This is an optimization exercise on Yosys and OpenROAD, whose aim is small area, not a production implementation.
Only simulation tests tie the RTL to the original design; equivalence was not proved.
In every run shown here, the design's own scripts or RTL, not TritonCTS, make the clock network.
The clock port is modelled as an ideal driver, which makes a skipped or thinned clock tree look cheaper than it is; a real chip needs a root buffer or a tree.
Power figures rest on the tool's default switching activity, not on a simulated workload.

File: config.mk
export PLATFORM = sky130hd
export DESIGN_NAME = manchester_top
export DESIGN_NICKNAME = manchester_top
export VERILOG_FILES = /design/flow/design.v
export SDC_FILE = /design/flow/constraint.sdc
export NUM_CORES = 4
export LEC_CHECK = 0
export CAP_MARGIN = 20
export CORE_MARGIN = 2
export CORE_UTILIZATION = 40
export PLACE_DENSITY = 0.6
export SLEW_MARGIN = 20
File: constraint.sdc
create_clock -name core_clock -period 10.0 [get_ports {clk}]
set_input_delay 2.0000 -clock core_clock [delete_from_list [all_inputs] [get_ports {clk}]]
set_output_delay 2.0000 -clock core_clock [all_outputs]
set_load 0.01 [all_outputs]
File: design.v
module Man_encoder(
  input  wire       clk,
  input  wire       rst,
  input  wire       en,
  input  wire [7:0] data_in,
  input  wire [7:0] div,
  output reg        line
);
  localparam [4:0] S_T21 = 5'd0;    
  localparam [4:0] S_TX  = 5'd1;    
  localparam [4:0] S_I1  = 5'd2;    
  localparam [4:0] S_R   = 5'd9;    
  localparam [4:0] S_I0  = 5'd10;   
  localparam [4:0] S_T0  = 5'd11;   
  localparam [4:0] S_T1  = 5'd12;   
  reg [4:0] s;
  reg [7:0] cnt;
  reg [7:0] data;
  wire cnt_z = (cnt == 8'd0);
  wire [7:0] cnt_dec = cnt - 8'd1;
  wire [4:0] s_inc = s + 5'd1;
  wire st_r   = (s == S_R);
  wire st_i0  = (s == S_I0);
  wire st_i1  = (s == S_I1);
  wire st_t21 = (s == S_T21);
  wire half   = s[4] | (s[3] & s[2]);           
  wire step   = half & cnt_z;
  wire adv    = st_r | (s == S_T0) | st_t21 | (s == S_TX) | (st_i0 & en) | step;
  wire bitv   = s[4] & data[~s[3:1]];
  always @(posedge clk) begin
    if (rst)
      s <= S_R;
    else if (adv)
      s <= s_inc;
    else if (st_i1 && en && cnt_z)
      s <= S_T1;
    if (st_r)
      cnt <= 8'd0;
    else if (st_t21)
      cnt <= 8'd12;
    else if (!cnt_z)
      cnt <= cnt_dec;
    else if (half)
      cnt <= div;
    if (st_i0 || st_i1)
      data <= data_in;
    if (st_r)
      line <= 1'b0;
    else if (step)
      line <= bitv ^ s[0];
  end
endmodule
module Man_decoder(
  input  wire       clk,
  input  wire       rst,
  input  wire       line,
  output reg  [7:0] data_out,
  output wire [2:0] state_out
);
  localparam [2:0] RESET          = 3'b001;
  localparam [2:0] IDLE_HIGH      = 3'b010;
  localparam [2:0] IDLE_LOW       = 3'b100;
  localparam [2:0] CLOCKSYNC_HIGH = 3'b011;
  localparam [2:0] CLOCKSYNC_LOW  = 3'b101;
  localparam [2:0] MASK           = 3'b110;
  localparam [2:0] READ           = 3'b000;
  reg [2:0]  state;
  reg [2:0]  next_state;
  reg [15:0] f;             
  reg [15:0] mask_cnt;      
  reg [3:0]  decoded_cnt;   
  reg        read_one_bit;
  reg        last_line;
  function [15:0] lfsr_fwd(input [15:0] x);
    lfsr_fwd = {x[14:0], ~(x[15] ^ x[8])};
  endfunction
  function [15:0] lfsr_bwd(input [15:0] x);
    lfsr_bwd = {~(x[0] ^ x[9]), x[15:1]};
  endfunction
  wire end_of_convert = decoded_cnt[3];
  wire [3:0] dc_inc = decoded_cnt + 4'd1;
  wire [1:0] c_lo = decoded_cnt[1:0];
  wire mask_z = (mask_cnt == 16'd0) || (read_one_bit && mask_cnt == 16'd1);
  wire sync = (state == CLOCKSYNC_HIGH) || (state == CLOCKSYNC_LOW);
  wire sync_end = (state == CLOCKSYNC_LOW) && line;
  wire edge_seen = !read_one_bit && last_line != line;
  always @(*) begin
    case (state)
      RESET:          next_state = rst ? RESET : IDLE_HIGH;
      IDLE_HIGH:      next_state = line ? IDLE_HIGH : IDLE_LOW;
      IDLE_LOW:       next_state = line ? CLOCKSYNC_HIGH : IDLE_LOW;
      CLOCKSYNC_HIGH: next_state = line ? CLOCKSYNC_HIGH : CLOCKSYNC_LOW;
      CLOCKSYNC_LOW:  next_state = line ? MASK : CLOCKSYNC_LOW;
      MASK:           next_state = mask_z ? READ : MASK;
      READ:           next_state = end_of_convert ? (line ? IDLE_HIGH : IDLE_LOW)
                                 : read_one_bit ? MASK : READ;
      default:        next_state = RESET;
    endcase
  end
  always @(posedge clk) begin
    if (rst)
      state <= RESET;
    else
      state <= next_state;
    if (state == MASK)
      mask_cnt <= lfsr_bwd(mask_cnt);
    else
      mask_cnt <= f;
    case (state)
      RESET:
        data_out <= 8'd0;
      IDLE_HIGH, IDLE_LOW: begin
        f <= 16'd0;
        decoded_cnt <= 4'd0;
      end
      CLOCKSYNC_HIGH, CLOCKSYNC_LOW: begin
        data_out <= 8'd0;
        decoded_cnt <= sync_end ? 4'd0 : {2'b00, dc_inc[1:0]};
        if (c_lo != 2'd0 && !(sync_end && c_lo == 2'd2)) f <= lfsr_fwd(f);
        read_one_bit <= (c_lo == 2'd3);
      end
      MASK:
        if (mask_z) read_one_bit <= 1'b0;
      READ:
        if (read_one_bit)
          read_one_bit <= 1'b0;
        else if (last_line != line) begin
          data_out <= {data_out[6:0], ~line};
          read_one_bit <= 1'b1;
          decoded_cnt <= dc_inc;
        end
      default: ;
    endcase
    last_line <= line;
  end
  assign state_out = ~state;
endmodule
module manchester_top(
  input  wire       clk,
  input  wire       rst,
  input  wire       tx_en,
  input  wire [7:0] tx_data,
  input  wire [7:0] tx_div,
  output wire       line,
  output wire [7:0] rx_data,
  output wire [2:0] rx_state
);
  Man_encoder ME(.clk(clk), .rst(rst), .en(tx_en), .data_in(tx_data), .div(tx_div), .line(line));
  Man_decoder MD(.clk(clk), .rst(rst), .line(line), .data_out(rx_data), .state_out(rx_state));
endmodule
File: flow/run.sh
#!/bin/bash
# Own layout flow: the standard flow (standard.sh) with three changes:
#  - synthesis is the standard synthesis script, but ABC maps the logic with
#    an area-oriented script (flow/abc_area.script) instead of the speed one;
#    registers are untouched (ABC only maps combinational logic);
#  - the port buffers are sky130_fd_sc_hd__buf_1;
#  - clock tree synthesis options from flow/cts_args.txt, if present;
#  - after CTS, flow/clock_tree.tcl (ORFS's POST_CTS_TCL hook) replaces the
#    clock tree with a flat one: one root buffer and 8 leaf buffers.
# Each make run's output goes to a log file of its own here; ORFS's per-step
# logs are under orfs/logs/.
set -euo pipefail
here=$(pwd)
script=$here/flow/abc_area.script
{
  echo "proc abc {args} {"
  echo "  set i [lsearch \$args -script]"
  echo "  if {\$i >= 0} { lset args [expr {\$i + 1}] $script }"
  echo "  yosys abc {*}\$args"
  echo "}"
  cat synth_recipe.tcl
} > my_synth.tcl
sed -e "s#SYNTH_SCRIPT=[^ ]*synth_recipe.tcl#SYNTH_SCRIPT=$here/my_synth.tcl#" standard.sh > my_standard.sh
grep -q "SYNTH_SCRIPT=$here/my_synth.tcl" my_standard.sh
export BUFFER_PORTS_ARGS="-buffer_cell sky130_fd_sc_hd__buf_1"
if [[ -f flow/cts_args.txt ]]; then
  export CTS_ARGS="$(cat flow/cts_args.txt)"
fi
export POST_CTS_TCL=$here/flow/clock_tree.tcl
bash my_standard.sh synth > synth.log 2>&1
bash my_standard.sh > layout.log 2>&1
File: flow/abc_area.script
strash
dch -f
amap
File: flow/clock_tree.tcl
proc ctr_x {it} { set b [[$it getInst] getBBox]; return [expr {([$b xMin] + [$b xMax]) / 2}] }
proc ctr_y {it} { set b [[$it getInst] getBBox]; return [expr {([$b yMin] + [$b yMax]) / 2}] }
proc split_groups {sinks levels axis} {
  if {$levels == 0} { return [list $sinks] }
  set keyed {}
  foreach it $sinks {
    if {$axis eq "x"} { lappend keyed [list [ctr_x $it] $it] } else { lappend keyed [list [ctr_y $it] $it] }
  }
  set sorted {}
  foreach k [lsort -integer -index 0 $keyed] { lappend sorted [lindex $k 1] }
  set h [expr {[llength $sorted] / 2}]
  set next [expr {$axis eq "x" ? "y" : "x"}]
  return [concat [split_groups [lrange $sorted 0 [expr {$h - 1}]] [expr {$levels - 1}] $next] \
                 [split_groups [lrange $sorted $h end] [expr {$levels - 1}] $next]]
}
proc place_at {inst x y} {
  $inst setLocation $x $y
  $inst setPlacementStatus PLACED
}
proc flat_clock_tree { leaf_master levels root_master } {
  set block [ord::get_db_block]
  set db [ord::get_db]
  set clkport [$block findBTerm clk]
  set clknet [$clkport getNet]
  set sinks {}
  set bufs {}
  set nets {}
  set todo [list $clknet]
  while {[llength $todo] > 0} {
    set net [lindex $todo 0]
    set todo [lrange $todo 1 end]
    foreach it [$net getITerms] {
      if {![$it isInputSignal]} { continue }
      set inst [$it getInst]
      set m [[$inst getMaster] getName]
      if {[string match "sky130_fd_sc_hd__clkbuf_*" $m] || [string match "sky130_fd_sc_hd__buf_*" $m]} {
        lappend bufs $inst
        foreach o [$inst getITerms] {
          if {[$o isOutputSignal]} {
            set on [$o getNet]
            if {$on ne "NULL"} { lappend todo $on; lappend nets $on }
          }
        }
      } else {
        lappend sinks $it
      }
    }
  }
  puts "flat_clock_tree: [llength $sinks] sinks, removing [llength $bufs] buffers"
  set groups [split_groups $sinks $levels x]
  foreach it $sinks { $it disconnect }
  foreach inst $bufs { odb::dbInst_destroy $inst }
  foreach net $nets { odb::dbNet_destroy $net }
  set drv $clknet
  if {$root_master ne ""} {
    set rnet [odb::dbNet_create $block clk_root]
    $rnet setSigType CLOCK
    set rbuf [odb::dbInst_create $block [$db findMaster $root_master] clk_root_buf]
    foreach it [$rbuf getITerms] {
      if {[$it isInputSignal]} { $it connect $clknet }
      if {[$it isOutputSignal]} { $it connect $rnet }
    }
    set drv $rnet
  }
  set i 0
  set ax 0; set ay 0
  foreach g $groups {
    set net [odb::dbNet_create $block clk_leaf_$i]
    $net setSigType CLOCK
    set buf [odb::dbInst_create $block [$db findMaster $leaf_master] clk_leaf_buf_$i]
    foreach it [$buf getITerms] {
      if {[$it isInputSignal]} { $it connect $drv }
      if {[$it isOutputSignal]} { $it connect $net }
    }
    set sx 0; set sy 0
    foreach it $g { $it connect $net; set sx [expr {$sx + [ctr_x $it]}]; set sy [expr {$sy + [ctr_y $it]}] }
    set n [llength $g]
    place_at $buf [expr {$sx / $n}] [expr {$sy / $n}]
    set ax [expr {$ax + $sx / $n}]; set ay [expr {$ay + $sy / $n}]
    puts "flat_clock_tree: leaf $i drives $n sinks"
    incr i
  }
  if {$root_master ne ""} { place_at $rbuf [expr {$ax / $i}] [expr {$ay / $i}] }
}

# POST_CTS hook: 8 leaf buffers under one root buffer
flat_clock_tree sky130_fd_sc_hd__clkbuf_4 3 sky130_fd_sc_hd__clkbuf_4
detailed_placement
check_placement -verbose
estimate_parasitics -placement
File: flow/cts_args.txt
-sink_clustering_enable -repair_clock_nets -dont_use_dummy_load
File: standard.sh
#!/bin/bash
# synth_recipe.tcl (not shown) runs the flow's synth.tcl, then flattens the netlist and writes it again
# the make line also repeats each setting of config.mk as NAME=value (left out here)
make -C /OpenROAD-flow-scripts/flow DESIGN_CONFIG=/design/flow/config.mk WORK_HOME=/design/flow/orfs CLKGATE_MAP_FILE= SYNTH_SCRIPT=/design/flow/synth_recipe.tcl "${@:-finish}"
==> out/results.ini, run 1 <==
[outcome]
outcome = finished clean

[power]
powerDensity_nw_per_um2 = 322
p_leak_nw = 1.20
total_power_mw = 1.08
vdd_ir_drop_max_mv = 0.0914

[critical_path]
path_class = reg -> out
required_ns = 8.00
cpPeakStageDelay_ns = 0.43
cp_top_family = flip-flops
critPathArrivalTime_ns = 1.17
crit_path_max_fanout = 5
crit_buf_inv = 2
slowest_stage = dfxtp_1
crit_chain = clkinv_1 > buf_1
endpoint_kind = output pin
critPathLaunchType = flop

[synth]
synth.net_count = 336
avgSynthCellArea_um2 = 9.81
netlist_instances = 308
synth_top_cells_by_area = edfxtp_1 (37%), dfxtp_1 (23%), nor2_1 (8.6%)
synth.distinct_cells = 34
yosys_warnings = 2
synth_area_um2 = 3020
ys_seq_elements = 71
synthFlopType = edfxtp_1
synth-async-reset-ratio_pct = 0
synth-edff-count = 37
synth_top_area_share_pct = 36.8
yosysSeqAreaShare_pct = 59.3
yosys.area.top_type = edfxtp_1

[floorplanning]
die_width_um = 90.9
boundaryPins = 31
die_h_um = 90.9
rows = 31
start_util_pct = 41.4
die_area_um2 = 8270
core_um2 = 7290

[timing]
maxSlewViolCount = 0
slew_headroom_pct = 44.3
finalHoldViolations = 0
fmax_ghz = 0.316
setup_tns_ns = 0
min_period_over_period_pct = 31.7
setup_violations = 0
period_minus_slack_ns = 3.17
worst_pin_slew_ns = 0.825
skew_ns = 0.0186
rsz0062_at_grt = false

[global_route]
grt_pass1_wl_um = 9490
grt-ovfl-total = 0
grt_pass1_vias = 2114
antenna_found_initial = 0
grt_usage_pct = 13.6
grt_max_degree = 34

[worst_hold_path]
min_path_type = reg -> reg

[placement]
dp.cells = 439
place.gp.congestion = 0.852
place_hpwl_um = 3950
port_buffers = 30

[layout]
nets = 379
diodes = 0
fillerInstances = 758
stdcell_count = 448
post_route_cells_drive_above_1_share_pct = 3.15
syn2layout_area_growth_pct = 10.6

[drt]
routedWlPerCell_um = 12.3
drt_iter0_drc = 126
drc = 0
drt_pass1_iterations = 4
vias = 2232
vias_per_cell = 4.98
drtAntennaViolNets = 0
finalWirelength_um = 5520

[clocking]
clk_pin_slew_ns = 0.10
clk_latency_ns = 0.41
clock-sinks = 71

[run]
drv_cap = 0

## registers in the layout, summed over array words and instances, names as in the netlist
| register | count |
|---|---|
| MD.f | 16 |
| MD.mask_cnt | 16 |
| MD.data_out | 8 |
| ME.cnt | 8 |
| ME.data | 8 |
| ME.s | 5 |
| MD.decoded_cnt | 4 |
| MD.state | 3 |
| MD.last_line | 1 |
| MD.read_one_bit | 1 |
| ME.line | 1 |
## Yosys cell counts, drive strengths merged, types with 2 or more instances
| cell type | count |
|---|---|
| nor2 | 69 |
| clkinv | 45 |
| edfxtp | 37 |
| dfxtp | 34 |
| a21oi | 29 |
| nand2 | 10 |
| nor3 | 10 |
| ha | 9 |
| nor2b | 8 |
| a221oi | 7 |
| o22ai | 7 |
| o21ai | 6 |
| a22oi | 5 |
| a211oi | 4 |
| nor4 | 4 |
| a22o | 2 |
| and3 | 2 |
| nand2b | 2 |
| nand3 | 2 |
| or2 | 2 |
## worst register-to-register path, cell delays in order, from the launching register on
cell and delay [ns]:
dfxtp_1 0.39, clkinv_1 0.18, ha_1 0.18, clkinv_1 0.07
nor4_1 0.57, or2_0 0.45, a21oi_1 0.08, nand3_1 0.15
clkinv_1 0.14, o41ai_1 0.18, nor2_1 0.11, a21oi_1 0.15
nor2_1 0.05
## layout by cell type, fill, tap and decap left out, drive strengths merged
master | netlist | final
or3 | 1 | 1
nor3 | 10 | 10
o22a | 1 | 1
a31o | 1 | 1
nand3 | 2 | 2
buf | 0 | 32
nor2b | 8 | 8
a211oi | 4 | 4
nand2b | 2 | 2
nand2 | 10 | 10
a31oi | 1 | 1
a2111oi | 1 | 1
a22oi | 5 | 5
a211o | 1 | 1
or4 | 1 | 1
nor4b | 1 | 1
a22o | 2 | 2
o2bb2ai | 1 | 1
nor4 | 4 | 4
o41ai | 1 | 1
and3 | 2 | 2
o21ai | 6 | 6
or2 | 2 | 2
o22ai | 7 | 7
clkbuf | 0 | 9
a21oi | 29 | 29
a222oi | 1 | 1
nor3b | 1 | 1
o21bai | 1 | 1
ha | 9 | 9
clkinv | 45 | 45
o21a | 1 | 1
a221oi | 7 | 7
nor2 | 69 | 69
edfxtp | 37 | 37
dfxtp | 34 | 34
## area by class of cell
cell class / instances / area, um2 / area share [%]
sequential: 71 / 1790 / 53.6
timing repair buffer: 32 / 128 / 3.82
tap: 99 / 124 / 3.71
inverter: 45 / 169 / 5.06
multi-input combinational: 192 / 1060 / 31.8
buffer: 9 / 67.6 / 2.02
## per-layer routing
| metal | track usage, % | routed length (um) | up-vias |
|---|---|---|---|
| met5 | 0 | 0 | - |
| met4 | 2.90 | 70 | 0 |
| met1 | 18.3 | 2670 | 1024 |
| met3 | 3.34 | 314 | 7 |
| li1 | - | - | 1164 |
| met2 | 22.5 | 2470 | 37 |
## power by group
| group | switching (mW) | leakage, nW | internal [mW] | total [mW] |
|---|---|---|---|---|
| Combinational | 0.263 | 0.515 | 0.151 | 0.414 |
| Clock | 0.0846 | 0.0414 | 0.0418 | 0.126 |
| Sequential | 0.0720 | 0.648 | 0.464 | 0.536 |
## per-stage QoR
stage | setup slack (ns) | hold slack, ns | instance area [um2] | util [%]
6_report | 6.83 | 0.481 | 3340 | 45.8
5_1_grt | 6.71 | 0.507 | 3340 | 45.8
3_5_place_dp | 6.73 | 0.477 | 3270 | 44.9
3_3_place_gp | 6.83 | 0.470 | 3270 | 44.9
2_1_floorplan | 7.04 | 0.458 | 3020 | -
## path summary, 6_finish.rpt
path,from,endpoint,slack [ns],depth (start not counted)
worst max-delay path,MD.state[0]$_SDFF_PP1_,rx_state[0],6.83,2
worst min-delay path,MD.mask_cnt[14]$_DFF_P_,MD.mask_cnt[13]$_DFF_P_,0.48,2
worst max register to register,ME.s[1]$_SDFFE_PP0P_,ME.s[1]$_SDFFE_PP0P_,7.19,12
worst min register to register,MD.mask_cnt[14]$_DFF_P_,MD.mask_cnt[13]$_DFF_P_,0.48,2
## kinds of logic (layout without fill, tap and decap cells)
logic type	count (synthesis)	count (layout)	share of synthesized area, %
buffers and inverters	45	86	5.59
AND/OR/NAND/NOR	113	113	16.5
AO/OA/AOI/OAI	70	70	14.9
flip-flops	71	71	59.3
adder cells (fa/ha/maj)	9	9	3.73
==> inputs of run 2 (changes only) <==
==> flow/abc_area.script (replaced) <==
strash
dch -f
amap
strash
&get -n
&deepsyn -T 30
&put
dch -f
amap
==> run 2 against run 1 <==
Effect of this change:
- highest routed layer unchanged
- routed wire length decreased by 0.60%
- worst hold slack got worse by 0.083 ns
- sequential share of layout area is 0.67 points higher
- cell area shrank 1.2%
- critical path type unchanged
- critical path depth did not move
- total power shrank 3.6%
- global-route usage fell by 0.26 points
==> out/results.ini, run 2 <==
[outcome]
outcome = finished clean  ; unchanged

[synth]
netlist_instances = 305  ; was 308
ys_seq_elements = 71  ; unchanged
avgSynthCellArea_um2 = 9.80  ; was 9.81 um2
yosysSeqAreaShare_pct = 60.0  ; was 59.3%
yosys.area.top_type = edfxtp_1  ; unchanged
synth.distinct_cells = 31  ; was 34
synth_common_cells = clkinv_1 (55), nor2_1 (55), edfxtp_1 (37)  ; was nor2_1 (69), clkinv_1 (45), edfxtp_1 (37)
synth.net_count = 333  ; was 336
synth-async-reset-ratio_pct = 0  ; unchanged
synthFlopType = edfxtp_1  ; unchanged
synth_area_um2 = 2990  ; was 3020 um2
synth-edff-count = 37  ; unchanged
synth_top_area_share_pct = 37.2  ; was 36.8%
yosys_warnings = 2  ; unchanged
synth_top_cells_by_area = edfxtp_1 (37%), dfxtp_1 (23%), clkinv_1 (6.9%)  ; was edfxtp_1 (37%), dfxtp_1 (23%), nor2_1 (8.6%)

[global_route]
grt_usage_pct = 13.4  ; was 13.6%
grt_max_degree = 34  ; unchanged
grt_pass1_vias = 1990  ; was 2114
antenna_found_initial = 0  ; unchanged
grt_pass1_wl_um = 9120  ; was 9490 um
grt-ovfl-total = 0  ; unchanged

[critical_path]
crit_buf_inv = 2  ; unchanged
rrSetupSlack_ns = 7.15  ; was 7.19 ns
path_class = reg -> out  ; unchanged
crit_path_max_fanout = 6  ; was 5
r2r_cells = 11  ; was 12
slowest_stage = dfxtp_1  ; unchanged
critPathLaunchType = flop  ; unchanged
timing.rr.start = ME.s[2]$_SDFFE_PP0P_  ; was ME.s[1]$_SDFFE_PP0P_
required_ns = 8.00  ; about the same
critPathArrivalTime_ns = 1.18  ; was 1.17 ns
endpoint_kind = output pin  ; unchanged
cp_top_family = flip-flops  ; unchanged
r2r_end = ME.s[2]$_SDFFE_PP0P_  ; was ME.s[1]$_SDFFE_PP0P_
cpPeakStageDelay_ns = 0.39  ; was 0.43 ns
crit_cells = 2  ; unchanged
crit_chain = clkinv_1 > buf_1  ; unchanged

[drt]
drc = 0  ; unchanged
drt_iter0_drc = 84  ; was 126
finalWirelength_um = 5490  ; was 5520 um
drt_pass1_iterations = 4  ; unchanged
drtAntennaViolNets = 0  ; unchanged
vias = 2153  ; was 2232
routedWlPerCell_um = 12.4  ; was 12.3 um
vias_per_cell = 4.85  ; was 4.98

[timing]
setup_violations = 0  ; unchanged
setup_tns_ns = 0  ; unchanged
maxSlewViolCount = 0  ; unchanged
finalHoldViolations = 0  ; unchanged
rsz0062_at_grt = false  ; unchanged
period_minus_slack_ns = 3.18  ; was 3.17 ns
worst_pin_slew_ns = 0.951  ; was 0.825 ns
skew_ns = 0.00856  ; was 0.0186 ns
slew_headroom_pct = 36.5  ; was 44.3%
holdWs_ns = 0.398  ; was 0.481 ns
fmax_ghz = 0.314  ; was 0.316 GHz
min_period_over_period_pct = 31.8  ; was 31.7%

[run]
drv_cap = 0  ; unchanged

[floorplanning]
start_util_pct = 41.2  ; was 41.4%
die_width_um = 90.4  ; was 90.9 um
die_area_um2 = 8180  ; was 8270 um2
die_h_um = 90.4  ; was 90.9 um
rows = 31  ; unchanged
core_um2 = 7250  ; was 7290 um2
boundaryPins = 31  ; unchanged

[layout]
syn2layout_area_growth_pct = 10.4  ; was 10.6%
diodes = 0  ; unchanged
post_route_cells_drive_above_1_share_pct = 2.90  ; was 3.15%
reg_top3 = MD.f (16), MD.mask_cnt (16)  ; unchanged
layout_common_cells = clkinv_1 (55), nor2_1 (55), edfxtp_1 (37), dfxtp_1 (34), buf_1 (30)  ; was nor2_1 (69), clkinv_1 (45), edfxtp_1 (37), dfxtp_1 (34), buf_1 (30)
nets = 375  ; was 379

[worst_hold_path]
min_to = MD.last_line$_DFF_P_  ; was MD.mask_cnt[13]$_DFF_P_
min_path_type = reg -> reg  ; unchanged
min_path_cells = 0  ; was 2
hp-start = ME.line$_SDFFE_PP0P_  ; was MD.mask_cnt[14]$_DFF_P_

[power]
p_leak_nw = 1.20  ; about the same
powerDensity_nw_per_um2 = 314  ; was 322 nW/um2
vdd_ir_drop_max_mv = 0.112  ; was 0.0914 mV

[clocking]
clk_pin_slew_ns = 0.09  ; was 0.10 ns
clk_latency_ns = 0.41  ; about the same
clock-sinks = 71  ; unchanged

[placement]
port_buffers = 30  ; unchanged
place_hpwl_um = 3930  ; was 3950 um
place.gp.congestion = 0.804  ; was 0.852

## run 2: through the flow
step / cell area (um2) / total power [mW] / utilization [%] / std cells / setup WS [ns]
after global placement: 3230 / 0.907 / 44.6 / 435 / 6.52
after floorplan: 2990 / 0.805 / - / 305 / 6.76
after global routing: 3300 / 1.13 / 45.5 / 444 / 6.64
after detailed placement: 3230 / 0.920 / 44.6 / 435 / 6.41
final: 3300 / 1.04 / 45.5 / 444 / 6.82
## run 2: worst max path at each step
stage	start	end	slack, ns
6_report	MD.state[0]$_SDFF_PP1_	rx_state[0]	6.82
2_1_floorplan	tx_en	ME.s[2]$_SDFFE_PP0P_	6.76
3_3_place_gp	tx_en	ME.s[2]$_SDFFE_PP0P_	6.52
5_1_grt	tx_en	ME.s[2]$_SDFFE_PP0P_	6.64
3_5_place_dp	tx_en	ME.s[2]$_SDFFE_PP0P_	6.41
## run 2: cell families after synthesis
logic type | after synthesis | share of synthesized area [%]
and+or+nand+nor | 106 | 15.6
DFF | 71 | 60.0
AOI/OAI and AO/OA | 64 | 13.8
buffers and inverters | 55 | 6.91
adders and majority gates | 9 | 3.77
## run 2: report_power, final
part	internal, mW	total [mW]	switching, mW
Clock	0.0418	0.128	0.0859
Combinational	0.131	0.378	0.247
Sequential	0.464	0.531	0.0667
## run 2: layout make-up
class	count	area, um2
multi-input cells	179	990
inverters	55	206
well taps	99	124
plain buffers	9	67.6
repair buffers	31	120
fillers	736	3950
flip-flops and latches	71	1790
## run 2: metal layers
metal	routed length (um)	track usage [%]
met3	241	3.17
met2	2520	21.7
met4	80	2.95
met1	2650	18.3
met5	0	0
==> inputs of run 3 (changes only) <==
--- a/design.v
+++ b/design.v
@@ -6,26 +6,23 @@
   input  wire [7:0] div,
   output reg        line
 );
-  localparam [4:0] S_T21 = 5'd0;    
-  localparam [4:0] S_TX  = 5'd1;    
-  localparam [4:0] S_I1  = 5'd2;    
-  localparam [4:0] S_R   = 5'd9;    
-  localparam [4:0] S_I0  = 5'd10;   
-  localparam [4:0] S_T0  = 5'd11;   
-  localparam [4:0] S_T1  = 5'd12;   
+  localparam [4:0] S_R  = 5'd9;     
+  localparam [4:0] S_T1 = 5'd12;    
   reg [4:0] s;
   reg [7:0] cnt;
   reg [7:0] data;
   wire cnt_z = (cnt == 8'd0);
   wire [7:0] cnt_dec = cnt - 8'd1;
   wire [4:0] s_inc = s + 5'd1;
-  wire st_r   = (s == S_R);
-  wire st_i0  = (s == S_I0);
-  wire st_i1  = (s == S_I1);
-  wire st_t21 = (s == S_T21);
   wire half   = s[4] | (s[3] & s[2]);           
+  wire low    = ~s[4] & ~s[3];                  
+  wire mid    = ~half & s[3];                   
+  wire st_r   = mid & ~s[1];
+  wire st_t21 = low & ~s[0];
+  wire st_i1  = low & s[0];
+  wire idle   = (mid & s[1] & ~s[0]) | st_i1;   
   wire step   = half & cnt_z;
-  wire adv    = st_r | (s == S_T0) | st_t21 | (s == S_TX) | (st_i0 & en) | step;
+  wire adv    = (mid & (~s[1] | s[0] | en)) | st_t21 | step;
   wire bitv   = s[4] & data[~s[3:1]];
   always @(posedge clk) begin
     if (rst)
@@ -42,7 +39,7 @@
       cnt <= cnt_dec;
     else if (half)
       cnt <= div;
-    if (st_i0 || st_i1)
+    if (idle)
       data <= data_in;
     if (st_r)
       line <= 1'b0;
@@ -81,7 +78,7 @@
   wire [3:0] dc_inc = decoded_cnt + 4'd1;
   wire [1:0] c_lo = decoded_cnt[1:0];
   wire mask_z = (mask_cnt == 16'd0) || (read_one_bit && mask_cnt == 16'd1);
-  wire sync = (state == CLOCKSYNC_HIGH) || (state == CLOCKSYNC_LOW);
+  wire in_mask = state[2] & state[1];
   wire sync_end = (state == CLOCKSYNC_LOW) && line;
   wire edge_seen = !read_one_bit && last_line != line;
   always @(*) begin
@@ -91,10 +88,9 @@
       IDLE_LOW:       next_state = line ? CLOCKSYNC_HIGH : IDLE_LOW;
       CLOCKSYNC_HIGH: next_state = line ? CLOCKSYNC_HIGH : CLOCKSYNC_LOW;
       CLOCKSYNC_LOW:  next_state = line ? MASK : CLOCKSYNC_LOW;
-      MASK:           next_state = mask_z ? READ : MASK;
       READ:           next_state = end_of_convert ? (line ? IDLE_HIGH : IDLE_LOW)
                                  : read_one_bit ? MASK : READ;
-      default:        next_state = RESET;
+      default:        next_state = mask_z ? READ : MASK;      
     endcase
   end
   always @(posedge clk) begin
@@ -102,7 +98,7 @@
       state <= RESET;
     else
       state <= next_state;
-    if (state == MASK)
+    if (in_mask)
       mask_cnt <= lfsr_bwd(mask_cnt);
     else
       mask_cnt <= f;
@@ -119,8 +115,6 @@
         if (c_lo != 2'd0 && !(sync_end && c_lo == 2'd2)) f <= lfsr_fwd(f);
         read_one_bit <= (c_lo == 2'd3);
       end
-      MASK:
-        if (mask_z) read_one_bit <= 1'b0;
       READ:
         if (read_one_bit)
           read_one_bit <= 1'b0;
@@ -129,7 +123,8 @@
           read_one_bit <= 1'b1;
           decoded_cnt <= dc_inc;
         end
-      default: ;
+      default:   
+        if (mask_z) read_one_bit <= 1'b0;
     endcase
     last_line <= line;
   end
==> run 3 against run 2 <==
Effect of this change:
- routed wire length decreased by 3.4%
- clock power about the same
- combinational power is 3% higher
- critical path depth unchanged
- first-iteration DRC count up 21%
- core utilization fell by 0.14 points
==> out/results.ini, run 3 <==
[outcome]
outcome = finished clean  ; unchanged

[power]
switching_share_pct = 38.8  ; was 38.5%
vdd_ir_drop_max_mv = 0.141  ; was 0.112 mV
combPwrFrac_pct = 36.8  ; was 36.5%
clock_power_share_pct = 11.9  ; was 12.3%
switchingPower_mw = 0.412  ; was 0.400 mW
p_int_mw = 0.649  ; was 0.638 mW
powerDensity_nw_per_um2 = 326  ; was 314 nW/um2
power_frac_seq_pct = 51.2  ; about the same
p_leak_nw = 1.15  ; was 1.20 nW
total_power_mw = 1.06  ; was 1.04 mW

[synth]
avgSynthCellArea_um2 = 9.94  ; was 9.80 um2
synthFlopType = edfxtp_1  ; unchanged
synth_common_cells = nor2_1 (53), clkinv_1 (52), edfxtp_1 (37)  ; was clkinv_1 (55), nor2_1 (55), edfxtp_1 (37)
synth-async-reset-ratio_pct = 0  ; unchanged
yosysSeqAreaShare_pct = 60.9  ; was 60.0%
yosys_warnings = 2  ; unchanged
netlist_instances = 296  ; was 305
synth-edff-count = 37  ; unchanged
synth_top_cells_by_area = edfxtp_1 (38%), dfxtp_1 (23%), nor2_1 (6.8%)  ; was edfxtp_1 (37%), dfxtp_1 (23%), clkinv_1 (6.9%)
synth.distinct_cells = 33  ; was 31
synth_area_um2 = 2940  ; was 2990 um2
yosys.area.top_type = edfxtp_1  ; unchanged
synth.net_count = 322  ; was 333
ys_seq_elements = 71  ; unchanged
synth.most_common_cell = nor2_1
synth_top_area_share_pct = 37.8  ; was 37.2%

[drt]
drtAntennaViolNets = 0  ; unchanged
routedWlPerCell_um = 12.2  ; was 12.4 um
vias = 2170  ; was 2153
drc = 0  ; unchanged
drt_iter0_drc = 102  ; was 84
vias_per_cell = 4.99  ; was 4.85
drt_pass1_iterations = 4  ; unchanged
finalWirelength_um = 5300  ; was 5490 um

[critical_path]
rrSetupSlack_ns = 7.34  ; was 7.15 ns
critPathLaunch = MD.state[0]$_SDFF_PP1_  ; unchanged
critPathLaunchType = flop  ; unchanged
r2r_cells = 6  ; was 11
endpoint_kind = output pin  ; unchanged
path_class = reg -> out  ; unchanged
required_ns = 8.00  ; about the same
r2r_end = MD.f[5]$_SDFFCE_PN0P_  ; was ME.s[2]$_SDFFE_PP0P_
crit_path_max_fanout = 6  ; unchanged
critPathArrivalTime_ns = 1.14  ; was 1.18 ns
timing.rr.start = MD.state[1]$_SDFF_PP0_  ; was ME.s[2]$_SDFFE_PP0P_

[global_route]
grt_max_degree = 33  ; was 34
globalRouteMet3Util_pct = 3.86  ; was 3.17%
grt.met1_usage_pct = 18.5  ; was 18.3%
met2_usage_pct = 21.7  ; about the same
grt_pass1_vias = 2066  ; was 1990
grt-ovfl-total = 0  ; unchanged
grt_usage_pct = 13.7  ; was 13.4%
grt_busiest_layer = met2  ; unchanged
antenna_found_initial = 0  ; unchanged
grt_pass1_wl_um = 9380  ; was 9120 um

[timing]
setup_tns_ns = 0  ; unchanged
period_minus_slack_ns = 3.14  ; was 3.18 ns
finalHoldViolations = 0  ; unchanged
rsz0062_at_grt = false  ; unchanged
slew_headroom_pct = 49.2  ; was 36.5%
worst_pin_slew_ns = 0.757  ; was 0.951 ns
min_period_over_period_pct = 31.4  ; was 31.8%
setup_ws_ns = 6.86  ; was 6.82 ns
setup_violations = 0  ; unchanged
maxSlewViolCount = 0  ; unchanged
fmax_ghz = 0.319  ; was 0.314 GHz
skew_ns = 0.0135  ; was 0.00856 ns

[floorplanning]
rows = 31  ; unchanged
die_area_um2 = 8060  ; was 8180 um2
die_width_um = 89.8  ; was 90.4 um
core_um2 = 7180  ; was 7250 um2
die_h_um = 89.8  ; was 90.4 um
boundaryPins = 31  ; unchanged
start_util_pct = 41.0  ; was 41.2%

[layout]
design_area_um2 = 3250  ; was 3300 um2
layout_commonest_cell = nor2_1
post_route_cells_drive_above_1_share_pct = 2.98  ; was 2.90%
layout_common_cells = nor2_1 (53), clkinv_1 (52), edfxtp_1 (37), dfxtp_1 (34), buf_1 (30)  ; was clkinv_1 (55), nor2_1 (55), edfxtp_1 (37), dfxtp_1 (34), buf_1 (30)
syn2layout_area_growth_pct = 10.6  ; was 10.4%
nets = 364  ; was 375
seqCellArea_um2 = 1790  ; unchanged
multi_input_area_um2 = 956  ; was 990 um2
reg_top3 = MD.f (16), MD.mask_cnt (16)  ; unchanged
diodes = 0  ; unchanged
fillerInstances = 712  ; was 736

[clocking]
clk_latency_ns = 0.42  ; was 0.41 ns
clk_pin_slew_ns = 0.08  ; was 0.09 ns
clock-sinks = 71  ; unchanged

[worst_hold_path]
hp-start = ME.line$_SDFFE_PP0P_  ; unchanged
min_path_cells = 0  ; unchanged
min_path_type = reg -> reg  ; unchanged
min_to = MD.last_line$_DFF_P_  ; unchanged

[placement]
port_buffers = 30  ; unchanged
dpl-instance-area_um2 = 3190  ; was 3230 um2
pre_cts_ws_ns = 6.75  ; was 6.41 ns
place.gp.congestion = 0.845  ; was 0.804
place_hpwl_um = 3680  ; was 3930 um

[run]
drv_cap = 0  ; unchanged

[run 3: kinds of logic after synthesis]
kind of cell,Yosys count,synth area share (%)
AO/OA/AOI/OAI,66,14.5
AND/OR/NAND/NOR,100,15.0
flip-flops,71,60.9
buffers and inverters,52,6.63
adder cells (fa/ha/maj),7,2.98
[run 3: power groups by stage]
stage / clock, mW / sequential [mW] / combinational (mW)
3_3_place_gp: 0 / 0.551 / 0.385
3_5_place_dp: 0 / 0.550 / 0.393
5_1_grt: 0.148 / 0.563 / 0.453
6_report: 0.127 / 0.543 / 0.391
2_1_floorplan: 0 / 0.542 / 0.283
[run 3: through the flow]
step | cells | hold WS (ns) | util (%)
6_report | 435 | 0.459 | 45.4
3_3_place_gp | 426 | 0.467 | 44.4
2_1_floorplan | 296 | 0.441 | -
3_5_place_dp | 426 | 0.464 | 44.4
5_1_grt | 435 | 0.486 | 45.4
[run 3: final cells by class]
class                           count  share of cell area (%)
Sequential cell                    71                    55.1
Inverter                           52                    6.00
Tap cell                           99                    3.81
Buffer                              9                    2.08
Timing Repair Buffer               31                    3.69
Multi-Input combinational cell    173                    29.4
[run 3: per-layer routing]
layer,up-vias,share of wire [%]
li1,1115,-
met1,982,47
met2,63,44
met3,10,7.2
met4,0,1.8
met5,-,0
[run 3: worst max-delay path by stage]
stage | end | slack [ns] | cells after the start
2_1_floorplan | ME.s[0]$_SDFFE_PP1P_ | 6.99 | 7
3_3_place_gp | ME.s[0]$_SDFFE_PP1P_ | 6.81 | 8
3_5_place_dp | ME.s[0]$_SDFFE_PP1P_ | 6.75 | 8
5_1_grt | rx_state[0] | 6.73 | 2
6_report | rx_state[0] | 6.86 | 2
[run 3: worst max-delay path: stages, from the launching register on]
cell and delay (ns):
dfxtp_1 0.38, clkinv_1 0.18, buf_1 0.17
==> inputs of run 4 (changes only) <==
--- a/design.v
+++ b/design.v
@@ -63,8 +63,12 @@
   localparam [2:0] READ           = 3'b000;
   reg [2:0]  state;
   reg [2:0]  next_state;
-  reg [15:0] f;             
-  reg [15:0] mask_cnt;      
+  localparam [15:0] RF = 16'h5555;
+  localparam [15:0] RM = 16'hAAAA;
+  reg [15:0] f_q;           
+  reg [15:0] m_q;           
+  wire [15:0] f = f_q ^ RF;         
+  wire [15:0] mask_cnt = m_q ^ RM;  
   reg [3:0]  decoded_cnt;   
   reg        read_one_bit;
   reg        last_line;
@@ -99,20 +103,20 @@
     else
       state <= next_state;
     if (in_mask)
-      mask_cnt <= lfsr_bwd(mask_cnt);
+      m_q <= lfsr_bwd(mask_cnt) ^ RM;
     else
-      mask_cnt <= f;
+      m_q <= f ^ RM;
     case (state)
       RESET:
         data_out <= 8'd0;
       IDLE_HIGH, IDLE_LOW: begin
-        f <= 16'd0;
+        f_q <= RF;
         decoded_cnt <= 4'd0;
       end
       CLOCKSYNC_HIGH, CLOCKSYNC_LOW: begin
         data_out <= 8'd0;
         decoded_cnt <= sync_end ? 4'd0 : {2'b00, dc_inc[1:0]};
-        if (c_lo != 2'd0 && !(sync_end && c_lo == 2'd2)) f <= lfsr_fwd(f);
+        if (c_lo != 2'd0 && !(sync_end && c_lo == 2'd2)) f_q <= lfsr_fwd(f) ^ RF;
         read_one_bit <= (c_lo == 2'd3);
       end
       READ:
==> run 4 against run 3 <==
Effect of this change:
- worst setup slack better by 0.051 ns
- synthesized area down 2.6%
- worst hold slack worse by 0.017 ns
- global-route usage up 0.66 points
- total power is 4.0% lower
- routed wire length increased by 0.47%
- highest routed layer unchanged
- sequential power shrank 3%
- final cell count fell by 5.3%
- clock skew grew 0.0013 ns
- clock power about the same
- combinational power is 6.6% lower
- critical endpoint unchanged
==> out/results.ini, run 4 <==
[power]
switching_share_pct = 38.1  ; was 38.8%
p_int_mw = 0.630  ; was 0.649 mW
clock_power_share_pct = 12.5  ; was 11.9%
p_leak_nw = 1.09  ; was 1.15 nW
vdd_ir_drop_max_mv = 0.122  ; was 0.141 mV
power_frac_seq_pct = 51.7  ; was 51.2%
combPwrFrac_pct = 35.8  ; was 36.8%
switchingPower_mw = 0.388  ; was 0.412 mW
powerDensity_nw_per_um2 = 320  ; was 326 nW/um2

[critical_path]
critPathArrivalTime_ns = 1.08  ; was 1.14 ns
r2r_cells = 11  ; was 6
crit_cells = 2  ; unchanged
slowest_stage = dfxtp_1  ; unchanged
required_ns = 8.00  ; about the same
crit_buf_inv = 2  ; unchanged
crit_chain = clkinv_1 > buf_1  ; unchanged
path_class = reg -> out  ; unchanged
critPathLaunchType = flop  ; unchanged
cpPeakStageDelay_ns = 0.33  ; was 0.38 ns
crit_path_max_fanout = 6  ; unchanged
cp_top_family = buffers and inverters  ; was flip-flops
endpoint_kind = output pin  ; unchanged

[floorplanning]
boundaryPins = 31  ; unchanged
die_area_um2 = 7860  ; was 8060 um2
die_width_um = 88.7  ; was 89.8 um
die_h_um = 88.7  ; was 89.8 um
start_util_pct = 41.7  ; was 41.0%
rows = 30  ; was 31
core_um2 = 6870  ; was 7180 um2

[global_route]
grt_max_degree = 23  ; was 33
grt-ovfl-total = 0  ; unchanged
grt_pass1_vias = 1948  ; was 2066
antenna_found_initial = 0  ; unchanged
grt_usage_pct = 14.4  ; was 13.7%
grt_pass1_wl_um = 9070  ; was 9380 um

[timing]
period_minus_slack_ns = 3.08  ; was 3.14 ns
worst_pin_slew_ns = 0.808  ; was 0.757 ns
slew_headroom_pct = 45.9  ; was 49.2%
min_period_over_period_pct = 30.8  ; was 31.4%
setup_ws_ns = 6.92  ; was 6.86 ns
rsz0062_at_grt = false  ; unchanged
setup_tns_ns = 0  ; unchanged
finalHoldViolations = 0  ; unchanged
fmax_ghz = 0.324  ; was 0.319 GHz
skew_ns = 0.0148  ; was 0.0135 ns
holdWs_ns = 0.442  ; was 0.459 ns
setup_violations = 0  ; unchanged
maxSlewViolCount = 0  ; unchanged

[worst_hold_path]
min_path_cells = 0  ; unchanged
min_path_type = reg -> reg  ; unchanged

[drt]
drtAntennaViolNets = 0  ; unchanged
finalWirelength_um = 5330  ; was 5300 um
drc = 0  ; unchanged
drt_iter0_drc = 105  ; was 102
routedWlPerCell_um = 12.9  ; was 12.2 um
vias = 2102  ; was 2170
drt_pass1_iterations = 4  ; unchanged
vias_per_cell = 5.10  ; was 4.99

[outcome]
outcome = finished clean  ; unchanged

[synth]
synth.most_common_cell = nor2_1  ; unchanged
synth-async-reset-ratio_pct = 0  ; unchanged
synthFlopType = edfxtp_1  ; unchanged
avgSynthCellArea_um2 = 10.4  ; was 9.94 um2
synth-edff-count = 37  ; unchanged
synth.distinct_cells = 34  ; was 33
yosys.area.top_type = edfxtp_1  ; unchanged
synth_top_cells_by_area = edfxtp_1 (39%), dfxtp_1 (24%), nor2_1 (6.0%)  ; was edfxtp_1 (38%), dfxtp_1 (23%), nor2_1 (6.8%)
synth_top_area_share_pct = 38.8  ; was 37.8%
synth.net_count = 301  ; was 322
yosys_warnings = 2  ; unchanged
ys_seq_elements = 71  ; unchanged
yosysSeqAreaShare_pct = 62.5  ; was 60.9%
synth_common_cells = nor2_1 (46), clkinv_1 (37), edfxtp_1 (37)  ; was nor2_1 (53), clkinv_1 (52), edfxtp_1 (37)
netlist_instances = 275  ; was 296
synth_area_um2 = 2870  ; was 2940 um2

[layout]
diodes = 0  ; unchanged
layout_commonest_cell = nor2_1  ; unchanged
post_route_cells_drive_above_1_share_pct = 3.48  ; was 2.98%
reg_top3 = MD.f_q (16), MD.m_q (16)  ; was MD.f (16), MD.mask_cnt (16)
syn2layout_area_growth_pct = 11.0  ; was 10.6%
layout_common_cells = nor2_1 (46), edfxtp_1 (37), clkinv_1 (37), dfxtp_1 (34), buf_1 (30)  ; was nor2_1 (53), clkinv_1 (52), edfxtp_1 (37), dfxtp_1 (34), buf_1 (30)
nets = 344  ; was 364

[placement]
place_hpwl_um = 3720  ; was 3680 um
pre_cts_ws_ns = 6.86  ; was 6.75 ns
port_buffers = 30  ; unchanged
place.gp.congestion = 0.810  ; was 0.845

[clocking]
clock-sinks = 71  ; unchanged
clk_pin_slew_ns = 0.11  ; was 0.08 ns
clk_latency_ns = 0.41  ; was 0.42 ns

[run]
drv_cap = 0  ; unchanged

-- run 4: power groups by stage --
stage | clock, mW | combinational (mW) | sequential, mW
finish | 0.128 | 0.365 | 0.526
global route | 0.144 | 0.421 | 0.543
detailed placement | 0 | 0.367 | 0.532
global placement | 0 | 0.361 | 0.534
floorplan | 0 | 0.265 | 0.523
-- run 4: metrics by stage --
step / util (%) / cells / cell area (um2) / power, mW
floorplan: - / 275 / 2870 / 0.788
global placement: 45.3 / 403 / 3110 / 0.895
detailed placement: 45.3 / 403 / 3110 / 0.900
global route: 46.3 / 412 / 3180 / 1.11
finish: 46.3 / 412 / 3180 / 1.02
-- run 4: logic make-up (layout without fill, tap and decap cells) --
group	after synthesis	after routing	synth area share (%)
compound gates	60	60	14.1
simple gates	100	100	15.5
flops	71	71	62.5
buf+inv	37	78	4.84
fa+ha+maj	7	7	3.06
-- run 4: worst paths after layout --
| path | from | to | slack (ns) |
|---|---|---|---|
| worst max-delay path | MD.state[0]$_SDFF_PP1_ | rx_state[0] | 6.92 |
| worst min-delay path | ME.line$_SDFFE_PP0P_ | MD.last_line$_DFF_P_ | 0.44 |
| worst max register to register | ME.cnt[4]$_SDFFE_PP0P_ | ME.s[4]$_SDFFE_PP0P_ | 7.10 |
| worst min register to register | ME.line$_SDFFE_PP0P_ | MD.last_line$_DFF_P_ | 0.44 |
-- run 4: metal layers --
metal / vias to the layer above / share of wire [%] / global-route usage, % / routed length, um
met2: 51 / 43 / 22.2 / 2270
met5: - / 0 / 0 / 0
met3: 10 / 5.8 / 3.64 / 310
li1: 1071 / - / - / -
met1: 970 / 50 / 20.6 / 2650
met4: 0 / 1.7 / 3.17 / 91
-- run 4: final cells by class --
class,count,area (um2)
Buffer,9,67.6
Fill cell,662,3690
Inverter,37,139
Multi-Input combinational cell,167,936
Sequential cell,71,1790
Tap cell,96,120
Timing Repair Buffer,32,128
==> inputs of run 5 (changes only) <==
--- a/config.mk
+++ b/config.mk
@@ -7,6 +7,6 @@
 export LEC_CHECK = 0
 export CAP_MARGIN = 20
 export CORE_MARGIN = 2
-export CORE_UTILIZATION = 40
-export PLACE_DENSITY = 0.6
+export CORE_UTILIZATION = 65
+export PLACE_DENSITY = 0.85
 export SLEW_MARGIN = 20
==> run 5 against run 4 <==
Effect of this change:
- via count grew 5.5%
- final cell count shrank 11%
- routed wire length grew 2.7%
- die area shrank 37%
- global-route usage grew 10 points
- register-to-register slack is essentially flat
- total power grew 0.35%
==> out/results.ini, run 5 <==
[global_route]
grt_pass1_vias = 2127  ; was 1948
grt_usage_pct = 24.3  ; was 14.4%
grt_max_degree = 23  ; unchanged
grt-ovfl-total = 0  ; unchanged
grt_pass1_wl_um = 9600  ; was 9070 um
antenna_found_initial = 0  ; unchanged

[drt]
finalWirelength_um = 5470  ; was 5330 um
drt_pass1_iterations = 5  ; was 4
drc = 0  ; unchanged
vias_per_cell = 6.03  ; was 5.10
drtAntennaViolNets = 0  ; unchanged
vias = 2218  ; was 2102
routedWlPerCell_um = 14.9  ; was 12.9 um
drt_iter0_drc = 213  ; was 105

[clocking]
clk_latency_ns = 0.40  ; was 0.41 ns
clk_pin_slew_ns = 0.09  ; was 0.11 ns
clock-sinks = 71  ; unchanged

[synth]
synth_common_cells = nor2_1 (46), clkinv_1 (37), edfxtp_1 (37)  ; unchanged
ys_seq_elements = 71  ; unchanged
synth-async-reset-ratio_pct = 0  ; unchanged
yosys.area.top_type = edfxtp_1  ; unchanged
synth-edff-count = 37  ; unchanged
synth_top_cells_by_area = edfxtp_1 (39%), dfxtp_1 (24%), nor2_1 (6.0%)  ; unchanged
synth.net_count = 301  ; unchanged
yosysSeqAreaShare_pct = 62.5  ; unchanged
netlist_instances = 275  ; unchanged
avgSynthCellArea_um2 = 10.4  ; unchanged
yosys_warnings = 2  ; unchanged
synth.most_common_cell = nor2_1  ; unchanged
synthFlopType = edfxtp_1  ; unchanged
synth_top_area_share_pct = 38.8  ; unchanged
synth.distinct_cells = 34  ; unchanged
synth_area_um2 = 2870  ; unchanged

[worst_hold_path]
min_path_type = reg -> reg  ; unchanged

[floorplanning]
die_width_um = 70.4  ; was 88.7 um
rows = 24  ; was 30
die_h_um = 70.4  ; was 88.7 um
core_um2 = 4290  ; was 6870 um2
die_area_um2 = 4960  ; was 7860 um2
start_util_pct = 66.8  ; was 41.7%
boundaryPins = 31  ; unchanged

[layout]
fillerInstances = 320  ; was 662
reg_top3 = MD.f_q (16), MD.m_q (16)  ; unchanged
nets = 344  ; unchanged
diodes = 0  ; unchanged
layout_commonest_cell = nor2_1  ; unchanged
postLayoutCoreUtil_pct = 72.8  ; was 46.3%
post_route_cells_drive_above_1_share_pct = 3.48  ; unchanged
layout_common_cells = nor2_1 (46), edfxtp_1 (37), clkinv_1 (37), dfxtp_1 (34), buf_1 (30)  ; unchanged
syn2layout_area_growth_pct = 9.08  ; was 11.0%

[timing]
fmax_ghz = 0.324  ; about the same
slew_headroom_pct = 49.6  ; was 45.9%
setup_violations = 0  ; unchanged
worst_pin_slew_ns = 0.754  ; was 0.808 ns
rsz0062_at_grt = false  ; unchanged
skew_ns = 0.0135  ; was 0.0148 ns
finalHoldViolations = 0  ; unchanged
setup_tns_ns = 0  ; unchanged
maxSlewViolCount = 0  ; unchanged
min_period_over_period_pct = 30.9  ; was 30.8%
period_minus_slack_ns = 3.09  ; was 3.08 ns

[critical_path]
path_class = reg -> out  ; unchanged
required_ns = 8.00  ; about the same
endpoint_kind = output pin  ; unchanged
critPathLaunchType = flop  ; unchanged
critPathArrivalTime_ns = 1.09  ; was 1.08 ns
crit_path_max_fanout = 6  ; unchanged

[power]
powerDensity_nw_per_um2 = 327  ; was 320 nW/um2
vdd_ir_drop_max_mv = 0.169  ; was 0.122 mV
p_leak_nw = 1.09  ; unchanged

[placement]
place_hpwl_um = 3980  ; was 3720 um
place.gp.congestion = 0.834  ; was 0.810
port_buffers = 30  ; unchanged

[outcome]
outcome = finished clean  ; unchanged

[run]
drv_cap = 0  ; unchanged

## run 5: worst paths after layout
kind | from | to | slack, ns | cells after the start
max | MD.state[0]$_SDFF_PP1_ | rx_state[0] | 6.91 | 2
min | ME.line$_SDFFE_PP0P_ | MD.last_line$_DFF_P_ | 0.45 | 0
max reg2reg | ME.cnt[4]$_SDFFE_PP0P_ | ME.s[4]$_SDFFE_PP0P_ | 7.09 | 11
min reg2reg | ME.line$_SDFFE_PP0P_ | MD.last_line$_DFF_P_ | 0.45 | 0
## run 5: stage by stage
| step | instances | power [mW] | hold WS, ns | setup WS (ns) | instance area (um2) |
|---|---|---|---|---|---|
| 3_3_place_gp | 359 | 0.878 | 0.429 | 6.93 | 3060 |
| 2_1_floorplan | 275 | 0.788 | 0.416 | 7.07 | 2870 |
| 3_5_place_dp | 359 | 0.902 | 0.437 | 6.79 | 3060 |
| 5_1_grt | 368 | 1.10 | 0.469 | 6.67 | 3130 |
| 6_report | 368 | 1.02 | 0.450 | 6.91 | 3130 |
## run 5: area by class of cell
class,instances,area (um2),share of cell area [%]
Buffer,9,67.6,2.16
Inverter,37,139,4.44
Multi-Input combinational cell,167,936,29.9
Sequential cell,71,1790,57.3
Tap cell,52,65.1,2.08
Timing Repair Buffer,32,128,4.08
## run 5: kinds of logic (layout without fill, tap and decap cells)
family	after synthesis	in the layout	share of synthesized area, %
adders and majority gates	7	7	3.06
buffers and inverters	37	78	4.84
AOI/OAI and AO/OA	60	60	14.1
and+or+nand+nor	100	100	15.5
DFF	71	71	62.5
## run 5: where the power goes
part           leakage, nW  total [mW]  internal [mW]  switching [mW]
clock network       0.0414       0.124         0.0418          0.0818
registers            0.634       0.530          0.457          0.0731
logic                0.413       0.368          0.131           0.237
total                 1.09        1.02          0.630           0.392
## run 5: critical path, cell delays in order, from the launching register on
cell and delay [ns]:
dfxtp_1 0.32, clkinv_1 0.18, buf_1 0.19
## run 5: metal layers
metal / routed length [um] / vias up / global-route usage (%)
met2: 2690 / 112 / 40.9
met4: 166 / 0 / 10.0
met5: 0 / - / 0
met3: 424 / 18 / 5.48
met1: 2190 / 1015 / 30.4
li1: - / 1073 / -
==> inputs of run 6 (changes only) <==
--- a/flow/run.sh
+++ b/flow/run.sh
@@ -1,7 +1,8 @@
 #!/bin/bash
-# Own layout flow: the standard flow (standard.sh) with three changes:
-#  - synthesis is the standard synthesis script, but ABC maps the logic with
-#    an area-oriented script (flow/abc_area.script) instead of the speed one;
+# Own layout flow: the standard flow (standard.sh) with these changes:
+#  - synthesis is the standard synthesis script, but its final ABC mapping
+#    is tried with each of the area-oriented scripts flow/abc*.script and
+#    the one with the smallest cell area is kept (flow/abc_best.tcl);
 #    registers are untouched (ABC only maps combinational logic);
 #  - the port buffers are sky130_fd_sc_hd__buf_1;
 #  - clock tree synthesis options from flow/cts_args.txt, if present;
@@ -11,13 +12,9 @@
 # logs are under orfs/logs/.
 set -euo pipefail
 here=$(pwd)
-script=$here/flow/abc_area.script
 {
-  echo "proc abc {args} {"
-  echo "  set i [lsearch \$args -script]"
-  echo "  if {\$i >= 0} { lset args [expr {\$i + 1}] $script }"
-  echo "  yosys abc {*}\$args"
-  echo "}"
+  echo "set ::abc_scripts [list $(ls $here/flow/abc*.script | tr '\n' ' ')]"
+  echo "source $here/flow/abc_best.tcl"
   cat synth_recipe.tcl
 } > my_synth.tcl
 sed -e "s#SYNTH_SCRIPT=[^ ]*synth_recipe.tcl#SYNTH_SCRIPT=$here/my_synth.tcl#" standard.sh > my_standard.sh
==> flow/abc1.script (new file) <==
strash
dch -f
amap
==> flow/abc2.script (new file) <==
strash
dch -f
amap
strash
&get -n
&deepsyn -T 30
&put
dch -f
amap
==> flow/abc3.script (new file) <==
strash
dch -f
amap
strash
&get -n
&deepsyn -T 30
&put
&get -n
&dch -f
&nf -a -R 1000
&put
==> flow/abc4.script (new file) <==
strash
&get -n
&deepsyn -T 20
&put
&get -n
&dch -f
&nf -a -R 1000
&put
==> flow/abc5.script (new file) <==
strash
dch -f
amap
strash
&get -n
&deepsyn -T 30 -S 1
&put
dch -f
amap
==> flow/abc6.script (new file) <==
strash
dch -f
amap
strash
&get -n
&deepsyn -T 30 -S 2
&put
&get -n
&dch -f
&nf -a -R 1000
&put
==> flow/abc_best.tcl (new file) <==
# Replaces Yosys's abc command for the standard synthesis script: the
# logic is mapped with each ABC script in ::abc_scripts and the mapping with
# the smallest cell area is kept. Only combinational logic is mapped; the
# registers are left as the standard synthesis made them.
proc abc {args} {
  set i [lsearch $args -script]
  set libs {}
  for {set k 0} {$k < [llength $args]} {incr k} {
    if {[lindex $args $k] eq "-liberty"} { lappend libs -liberty [lindex $args [expr {$k + 1}]] }
  }
  yosys design -save abc_before
  set best -1
  set best_area 0
  set k 0
  foreach script $::abc_scripts {
    yosys design -load abc_before
    lset args [expr {$i + 1}] $script
    yosys abc {*}$args
    set report [yosys tee -q -s result.string stat {*}$libs]
    set area 1e18
    regexp {Chip area for module '[^']*': ([0-9.]+)} $report -> area
    puts "abc_best: $script area $area"
    yosys design -save abc_result_$k
    if {$best < 0 || $area < $best_area} { set best $k; set best_area $area }
    incr k
  }
  puts "abc_best: keeping [lindex $::abc_scripts $best] ($best_area)"
  yosys design -load abc_result_$best
}
--- a/flow/clock_tree.tcl
+++ b/flow/clock_tree.tcl
@@ -83,8 +83,8 @@
   if {$root_master ne ""} { place_at $rbuf [expr {$ax / $i}] [expr {$ay / $i}] }
 }
 
-# POST_CTS hook: 8 leaf buffers under one root buffer
-flat_clock_tree sky130_fd_sc_hd__clkbuf_4 3 sky130_fd_sc_hd__clkbuf_4
+# POST_CTS hook: 8 leaf buffers (buf_4) under one root buffer (buf_2)
+flat_clock_tree sky130_fd_sc_hd__buf_4 3 sky130_fd_sc_hd__buf_2
 detailed_placement
 check_placement -verbose
 estimate_parasitics -placement
removed: flow/abc_area.script
==> run 6 against run 5 <==
Effect of this change:
- still clean on timing, DRC and antenna
- maximum frequency shrank 2.1%
- die area shrank 0.16%
- clock power is essentially flat
- global-route usage shrank 1.8 points
- worst hold slack gained 0.0015 ns
- cell area is the same
- synthesized area shrank 0.17%
- sequential share of layout area is the same
- core utilization is the same
- critical path depth is the same
- clock skew grew 0.0053 ns
- highest routed layer unchanged
==> out/results.ini, run 6 <==
[outcome]
outcome = finished clean  ; unchanged

[clocking]
clock-sinks = 71  ; unchanged
clk_pin_slew_ns = 0.10  ; was 0.09 ns
clk_latency_ns = 0.43  ; was 0.40 ns

[critical_path]
cpPeakStageDelay_ns = 0.39  ; was 0.32 ns
required_ns = 8.00  ; about the same
endpoint_kind = output pin  ; unchanged
slowest_stage = dfxtp_1  ; unchanged
crit_path_max_fanout = 6  ; unchanged
critPathArrivalTime_ns = 1.16  ; was 1.09 ns
path_class = reg -> out  ; unchanged
crit_chain = clkinv_1 > buf_1  ; unchanged
critPathLaunchType = flop  ; unchanged

[floorplanning]
die_width_um = 70.4  ; about the same
rows = 24  ; unchanged
core_um2 = 4290  ; unchanged
boundaryPins = 31  ; unchanged
die_area_um2 = 4950  ; was 4960 um2
die_h_um = 70.4  ; about the same
start_util_pct = 66.6  ; was 66.8%

[synth]
synth.most_common_cell = nor2_1  ; unchanged
yosysSeqAreaShare_pct = 62.6  ; was 62.5%
synth.distinct_cells = 36  ; was 34
ys_seq_elements = 71  ; unchanged
synth_top_area_share_pct = 38.8  ; about the same
synth_area_um2 = 2860  ; was 2870 um2
synth_common_cells = nor2_1 (39), clkinv_1 (37), edfxtp_1 (37)  ; was nor2_1 (46), clkinv_1 (37), edfxtp_1 (37)
synth-async-reset-ratio_pct = 0  ; unchanged
synth_top_cells_by_area = edfxtp_1 (39%), dfxtp_1 (24%), nor2_1 (5.1%)  ; was edfxtp_1 (39%), dfxtp_1 (24%), nor2_1 (6.0%)
synthFlopType = edfxtp_1  ; unchanged
yosys_warnings = 2  ; unchanged
netlist_instances = 267  ; was 275
avgSynthCellArea_um2 = 10.7  ; was 10.4 um2
yosys.area.top_type = edfxtp_1  ; unchanged
synth-edff-count = 37  ; unchanged
synth.net_count = 293  ; was 301

[drt]
vias_per_cell = 5.73  ; was 6.03
drt_iter0_drc = 129  ; was 213
drc = 0  ; unchanged
vias = 2067  ; was 2218
drt_pass1_iterations = 4  ; was 5
routedWlPerCell_um = 14.5  ; was 14.9 um
finalWirelength_um = 5230  ; was 5470 um
drtAntennaViolNets = 0  ; unchanged

[global_route]
antenna_found_initial = 0  ; unchanged
grt_pass1_vias = 2027  ; was 2127
grt_busiest_layer = met2  ; unchanged
grt_usage_pct = 22.5  ; was 24.3%
grt-ovfl-total = 0  ; unchanged
grt.met1_usage_pct = 29.3  ; was 30.4%
grt_max_degree = 20  ; was 23
met2_usage_pct = 38.3  ; was 40.9%
globalRouteMet3Util_pct = 4.47  ; was 5.48%
grt_pass1_wl_um = 9030  ; was 9600 um

[placement]
place_hpwl_um = 3640  ; was 3980 um
port_buffers = 30  ; unchanged
place.gp.congestion = 0.940  ; was 0.834

[timing]
setup_violations = 0  ; unchanged
maxSlewViolCount = 0  ; unchanged
slew_headroom_pct = 53.6  ; was 49.6%
finalHoldViolations = 0  ; unchanged
skew_ns = 0.0188  ; was 0.0135 ns
fmax_ghz = 0.317  ; was 0.324 GHz
setup_tns_ns = 0  ; unchanged
min_period_over_period_pct = 31.6  ; was 30.9%
worst_pin_slew_ns = 0.693  ; was 0.754 ns
rsz0062_at_grt = false  ; unchanged
period_minus_slack_ns = 3.16  ; was 3.09 ns

[power]
p_leak_nw = 1.08  ; was 1.09 nW
powerDensity_nw_per_um2 = 333  ; was 327 nW/um2
vdd_ir_drop_max_mv = 0.172  ; was 0.169 mV
total_power_mw = 1.04  ; was 1.02 mW

[layout]
nets = 337  ; was 344
layout_common_cells = nor2_1 (39), edfxtp_1 (37), clkinv_1 (37), dfxtp_1 (34), buf_1 (30)  ; was nor2_1 (46), edfxtp_1 (37), clkinv_1 (37), dfxtp_1 (34), buf_1 (30)
post_route_cells_drive_above_1_share_pct = 3.88  ; was 3.48%
reg_top3 = MD.f_q (16), MD.m_q (16)  ; unchanged
diodes = 0  ; unchanged
syn2layout_area_growth_pct = 9.27  ; was 9.08%
layout_commonest_cell = nor2_1  ; unchanged

[worst_hold_path]
min_path_type = reg -> reg  ; unchanged

[run]
drv_cap = 0  ; unchanged

[run 6: changes by cell type in the layout (fill, tap and decap cells not counted), sizes merged, moves of 3 or more]
cell and delta:
o21ai +3, nor2 -7, o22ai -3, nand2 -4, nor3 -5, o221ai +4, buf +10, clkbuf -9
or3 +3, a211oi +3
[run 6: where the power goes]
group          total [mW]  internal [mW]  switching [mW]
logic               0.376          0.136           0.240
registers           0.539          0.463          0.0764
clock network       0.126         0.0429          0.0827
[run 6: layout make-up]
type                            instances  area [um2]
Tap cell                               52        65.1
Timing Repair Buffer                   33         135
Buffer                                  9        65.1
Inverter                               37         139
Sequential cell                        71        1790
Multi-Input combinational cell        159         931
Fill cell                             303        1170
[run 6: layer usage]
layer  wire length (um)  share of wire [%]
met1               2320                 44
met3                317                6.1
met5                  0                  0
met2               2480                 47
met4                102                2.0
[run 6: metrics by stage]
stage	setup WS, ns	cells	util (%)	hold slack (ns)	area, um2
6_report	6.84	361	72.8	0.452	3130
5_1_grt	6.72	361	72.8	0.475	3130
3_5_place_dp	6.79	352	71.3	0.437	3060
3_3_place_gp	6.86	352	71.3	0.432	3060
2_1_floorplan	7.01	267	-	0.416	2860
[run 6: cell families after synthesis]
kind of cell	share of synthesized area [%]
AND/OR/NAND/NOR	14.3
buffers and inverters	4.85
adder cells (fa/ha/maj)	3.06
AO/OA/AOI/OAI	15.2
flip-flops	62.6
[run 6: worst max-delay path: cells and delay by family (launching register included)]
family,cells,cell delay [ns]
buf+inv,2,0.34
flops,1,0.39
[run 6: worst paths after layout]
path	from	endpoint	slack (ns)	depth (start not counted)
hold reg to reg	MD.m_q[2]$_DFF_P_	MD.m_q[1]$_DFF_P_	0.45	1
setup / recovery	MD.state[0]$_SDFF_PP1_	rx_state[0]	6.84	2
setup reg to reg	ME.cnt[0]$_SDFFE_PP0P_	ME.s[0]$_SDFFE_PP1P_	7.30	11
hold / removal	MD.m_q[2]$_DFF_P_	MD.m_q[1]$_DFF_P_	0.45	1

-- afterwards: timing with drivers on the ports --
How much do the figures lean on ideal ports? The routed layouts below were timed once more, with nothing changed but the port constraints.
Step 1 sets driving cells, clkbuf_16 on the clock port and buf_2 on the other inputs (assumed; they add their load-dependent delay and slew).
Step 2 adds t to the input delays and takes it off the output delays; t is the mean of the earliest and latest rising clock arrival at the registers after step 1. Input paths then give back, and output paths get back, about the clock's delay inside the block.
Slacks: ideal / step 1 / step 2; pairs: ideal / step 1.
| run | shift t [ns] | setup slack, ns | worst hold slack (ns) | worst setup path after step 2 | pins driven straight from the clock port |
|---|---|---|---|---|---|
| run 1 | 0.427 | 6.834 / 6.809 / 6.736 | 0.481 / 0.481 / 0.481 | input to register | 1 |
| run 2 | 0.432 | 6.820 / 6.790 / 6.431 | 0.398 / 0.398 / 0.398 | input to register | 1 |
| run 3 | 0.438 | 6.864 / 6.836 / 6.712 | 0.459 / 0.459 / 0.459 | input to register | 1 |
| run 4 | 0.430 | 6.915 / 6.886 / 6.838 | 0.442 / 0.442 / 0.442 | input to register | 1 |
| run 5 | 0.421 | 6.910 / 6.882 / 6.762 | 0.450 / 0.450 / 0.450 | input to register | 1 |
| run 6 | 0.448 | 6.844 / 6.818 / 6.771 | 0.452 / 0.452 / 0.452 | input to register | 1 |
After both steps setup and hold are still met in every run listed. The setup slack of run 2, which loses most, moves by -0.030 ns with the drivers and by -0.389 ns with both steps.
